Background: an optimization exercise with open tools, aiming at small area. Do not read the settings as production practice.
Only simulation tests tie the RTL to the original design; equivalence was not proved.
No driver is modelled on the clock port, so clock power and skew are understated where the tree is cut down; a real chip needs a root buffer or a tree.
Power is estimated from default activity; no workload was simulated.

the reference run:
==> flow/design.v <==
module top
(
    input clk,
    input rst,              
    output [7:0] segments,  
    output [3:0] digits     
);
reg  [8:0] tmr;
wire       sec = tmr[8] & ~tmr[4] & tmr[3] & tmr[2] & ~tmr[1] & tmr[0];
reg  [2:0] sw_cnt;
wire       sw = sw_cnt[2] & ~sw_cnt[1];
reg  [1:0] pos;
reg        pend;
reg  [3:0] d3, d2, d1, d0;
wire inc = sw & (sec | pend);
function [3:0] bcd_inc;
    input [3:0] d;
    begin
        bcd_inc[0] = ~d[0];
        bcd_inc[1] = ~d[3] & (d[1] ^ d[0]);
        bcd_inc[2] = d[2] ^ (d[1] & d[0]);
        bcd_inc[3] = d[3] ^ (d[0] & (d[3] | (d[2] & d[1])));
    end
endfunction
wire c0 = inc;
wire c1 = c0 & d0[3] & d0[0];
wire c2 = c1 & d1[3] & d1[0];
wire c3 = c2 & d2[3] & d2[0];
always @(posedge clk) begin
    if (rst) begin
        tmr    <= 9'h001;
        sw_cnt <= 3'b000;
        pos    <= 2'b00;
        pend   <= 1'b0;
        d0     <= 4'hF;
        d1     <= 4'hF;
        d2     <= 4'hF;
        d3     <= 4'hF;
    end else begin
        tmr    <= sec ? 9'h001 : {tmr[7:0], tmr[8] ^ tmr[3]};
        sw_cnt <= {sw_cnt[1:0], ~sw_cnt[2]};
        pend   <= ~sw & (sec | pend);
        if (sw)
            pos <= {pos[0], ~pos[1]};
        if (c0) d0 <= bcd_inc(d0);
        if (c1) d1 <= bcd_inc(d1);
        if (c2) d2 <= bcd_inc(d2);
        if (c3) d3 <= bcd_inc(d3);
    end
end
wire [3:0] d = (pos == 2'b00) ? d3 :
               (pos == 2'b01) ? d2 :
               (pos == 2'b11) ? d1 : d0;
assign digits = {pos == 2'b00, pos == 2'b01, pos == 2'b11, pos == 2'b10};
assign segments[7] = (~d[3] & ~d[2] & ~d[1] & d[0]) | (d[3] & d[2]) | (d[2] & ~d[1] & ~d[0]);
assign segments[6] = (d[3] & d[2]) | (d[2] & ~d[1] & d[0]) | (d[2] & d[1] & ~d[0]);
assign segments[5] = (d[3] & d[2]) | (~d[2] & d[1] & ~d[0]);
assign segments[4] = (~d[3] & ~d[2] & ~d[1] & d[0]) | (d[2] & ~d[1] & ~d[0]) | (d[2] & d[1] & d[0]);
assign segments[3] = (d[2] & ~d[1]) | d[0];
assign segments[2] = (~d[3] & ~d[2] & d[0]) | (~d[2] & d[1]) | (d[1] & d[0]);
assign segments[1] = (~d[3] & ~d[2] & ~d[1]) | (d[2] & d[1] & d[0]);
assign segments[0] = 1'b1;
endmodule
make LEC_CHECK=0 CAP_MARGIN=20 CORE_MARGIN=2 CORE_UTILIZATION=40 SLEW_MARGIN=20 finish   # period 13.5 ns
run.sh (not shown) runs the stock make flow with config.mk's settings and CLKGATE_MAP_FILE= SYNTH_SCRIPT=/design/flow/synth_recipe.tcl, a recipe that flattens the netlist after the stock synthesis.
The reference run completed end to end with timing, DRC and antenna clean.
Edits applied to the flow inputs when going from the reference run to the trial run:
- CORE_UTILIZATION now 65, was 40
- PLACE_DENSITY now 0.75, previously not set
==> flow/flow/run.sh (new file) <==
#!/bin/bash
# The standard layout (standard.sh) with three changes:
#  - synthesis maps the logic with an area-oriented ABC script (synth.tcl, area.abc);
#  - port buffers are the smallest buffer, sky130_fd_sc_hd__buf_1;
#  - a lean clock tree: no dummy loads, few clock buffers.
set -euo pipefail
cd "$(dirname "$0")/.."
W=$PWD
sed "s#SYNTH_SCRIPT=[^ ]*#SYNTH_SCRIPT=$W/flow/synth.tcl#" standard.sh > my_standard.sh
grep -q "SYNTH_SCRIPT=$W/flow/synth.tcl" my_standard.sh
export BUFFER_PORTS_ARGS="-buffer_cell sky130_fd_sc_hd__buf_1"
export CTS_ARGS="-sink_clustering_enable -repair_clock_nets -dont_use_dummy_load -buf_list sky130_fd_sc_hd__clkbuf_4 -root_buf sky130_fd_sc_hd__clkbuf_4 -sink_clustering_size 50 -sink_clustering_max_diameter 500"
bash my_standard.sh > standard.log 2>&1
==> flow/flow/area.abc (new file) <==
strash
&get -n
&deepsyn -T 30
&dch -f
&nf -R 1000
&put
topo
==> flow/flow/synth.tcl (new file) <==
# The standard flow's synthesis script (synth_recipe.tcl) with one change: ABC maps the logic with
# area.abc, an area-oriented script, in place of ORFS's own ABC script.
set area_abc [file join [file dirname [file normalize [info script]]] area.abc]
proc synth {args} { yosys synth -nofsm -noshare {*}$args }
proc abc {args} {
  set i [lsearch -exact $args -script]
  if { $i >= 0 } { lset args [expr { $i + 1 }] $::area_abc }
  yosys abc {*}$args
}
source $::env(SCRIPTS_DIR)/synth.tcl
# left out here: clear keep_hierarchy, flatten, clean up, hide names made inside functions, write 1_2_yosys.v
==> flow/standard.sh (new file) <==
#!/bin/bash
# synth_recipe.tcl (not shown) runs the flow's synth.tcl, then flattens the netlist and writes it again
# the make line also repeats each setting of config.mk as NAME=value (left out here)
make -C /OpenROAD-flow-scripts/flow DESIGN_CONFIG=/design/flow/config.mk WORK_HOME=/design/flow/orfs CLKGATE_MAP_FILE= SYNTH_SCRIPT=/design/flow/synth_recipe.tcl "${@:-finish}"
removed: flow/run.sh
--- outcome ---
Delta (the trial run minus the reference run): total routing usage reported by global routing rose by 6.9 points, post-synthesis share of cell area spent on full adders, half adders and majority gates went up by 0.61 points, sequential share of the synthesized area picked up an extra 7.5 points, number of input and output port buffers inserted saw little to no change, power after layout decreased 20%.

========
top, a different RTL version from the one above (not shown whole).
Size: ~140 cells after synthesis, ~1200 sq um of cells after synthesis.
clock: 13.5 ns
lec_check: 0
cap_margin: 20
core_area: 2.3 2.72 61.64 61.2
die_area: 0 0 64 64
place_density: 0.95
slew_margin: 20
standard.sh (not shown) runs the stock make flow with config.mk's settings and CLKGATE_MAP_FILE= SYNTH_SCRIPT=/design/flow/synth_recipe.tcl, a recipe that flattens the netlist after the stock synthesis.
==> flow/flow/run.sh <==
#!/bin/bash
# The standard layout (standard.sh) with three changes:
#  - synthesis maps the logic with an area-oriented ABC script (synth.tcl, area.abc);
#  - port buffers are the smallest buffer, sky130_fd_sc_hd__buf_1;
#  - a lean clock tree: no dummy loads, few clock buffers.
set -euo pipefail
cd "$(dirname "$0")/.."
W=$PWD
sed "s#SYNTH_SCRIPT=[^ ]*#SYNTH_SCRIPT=$W/flow/synth.tcl#" standard.sh > my_standard.sh
grep -q "SYNTH_SCRIPT=$W/flow/synth.tcl" my_standard.sh
export BUFFER_PORTS_ARGS="-buffer_cell sky130_fd_sc_hd__buf_1"
export PRE_CTS_TCL=$W/flow/cts_hook.tcl
export CLK_SLEW_TARGET=0.110
export CLK_TREE_CONFIGS="clkbuf_4:2 buf_4:2 buf_12:1 buf_4:3 buf_6:2 clkbuf_4:3 clkbuf_16:1 buf_6:3 clkbuf_8:2 clkbuf_4:4 clkbuf_8:3"
bash my_standard.sh > standard.log 2>&1
Other scripts of this flow, unchanged in this note and not shown: flow/flow/area.abc, flow/flow/cts_hook.tcl, flow/flow/synth.tcl
The baseline finished with timing, DRC and antenna clean.
Then changed:
PLACE_DENSITY = 0.85   (was 0.95)
After rerunning:
- The changed run completed without violations
- total power stays flat
- design area does not change
- routed wire length decreases by 0.94%
- die area does not change
- worst setup slack improves by 0.045 ns
- hold slack gains 0.012 ns
- synthesized cell count is unchanged
- core utilization is unchanged
- first-iteration DRC count came out lower by about 15%
- global-route usage rises by 0.18 points
- clock skew decreases by 0.010 ns
No run of this note takes its clock network from TritonCTS; it comes from the design's own scripts or RTL.

==> afterwards: timing with drivers on the ports <==
The results above use ideal ports. As a check the final layouts listed here were re-extracted and re-timed, cells and wires unchanged.
Step 1 assumes that a clkbuf_16 drives the clock port and a buf_2 every other input.
Step 2, shift: input delay + t, output delay - t, t = (earliest + latest rising clock arrival at the registers) / 2. This alone moves slack from input paths to output paths.
Slacks: ideal ports / drivers / drivers and shift; pairs: ideal ports / drivers.
| run | t (ns) | setup slack, ns | worst setup path after step 2 | worst register clock-pin slew, ns | worst data-port slew with drivers (ns) |
|---|---|---|---|---|---|
| the reference run | 0.302 | 8.444 / 8.419 / 8.722 | register to output | 0.07 / 0.07 | 0.03 |
| the trial run | 0.338 | 8.200 / 8.178 / 8.516 | register to output | 0.08 / 0.08 | 0.03 |
| the first run of note 2 | 0.161 | 8.369 / 8.335 / 8.496 | register to output | 0.10 / 0.11 | 0.03 |
| the second run of note 2 | 0.168 | 8.414 / 8.379 / 8.547 | register to output | 0.11 / 0.11 | 0.03 |
After both steps every run listed still meets setup and hold.
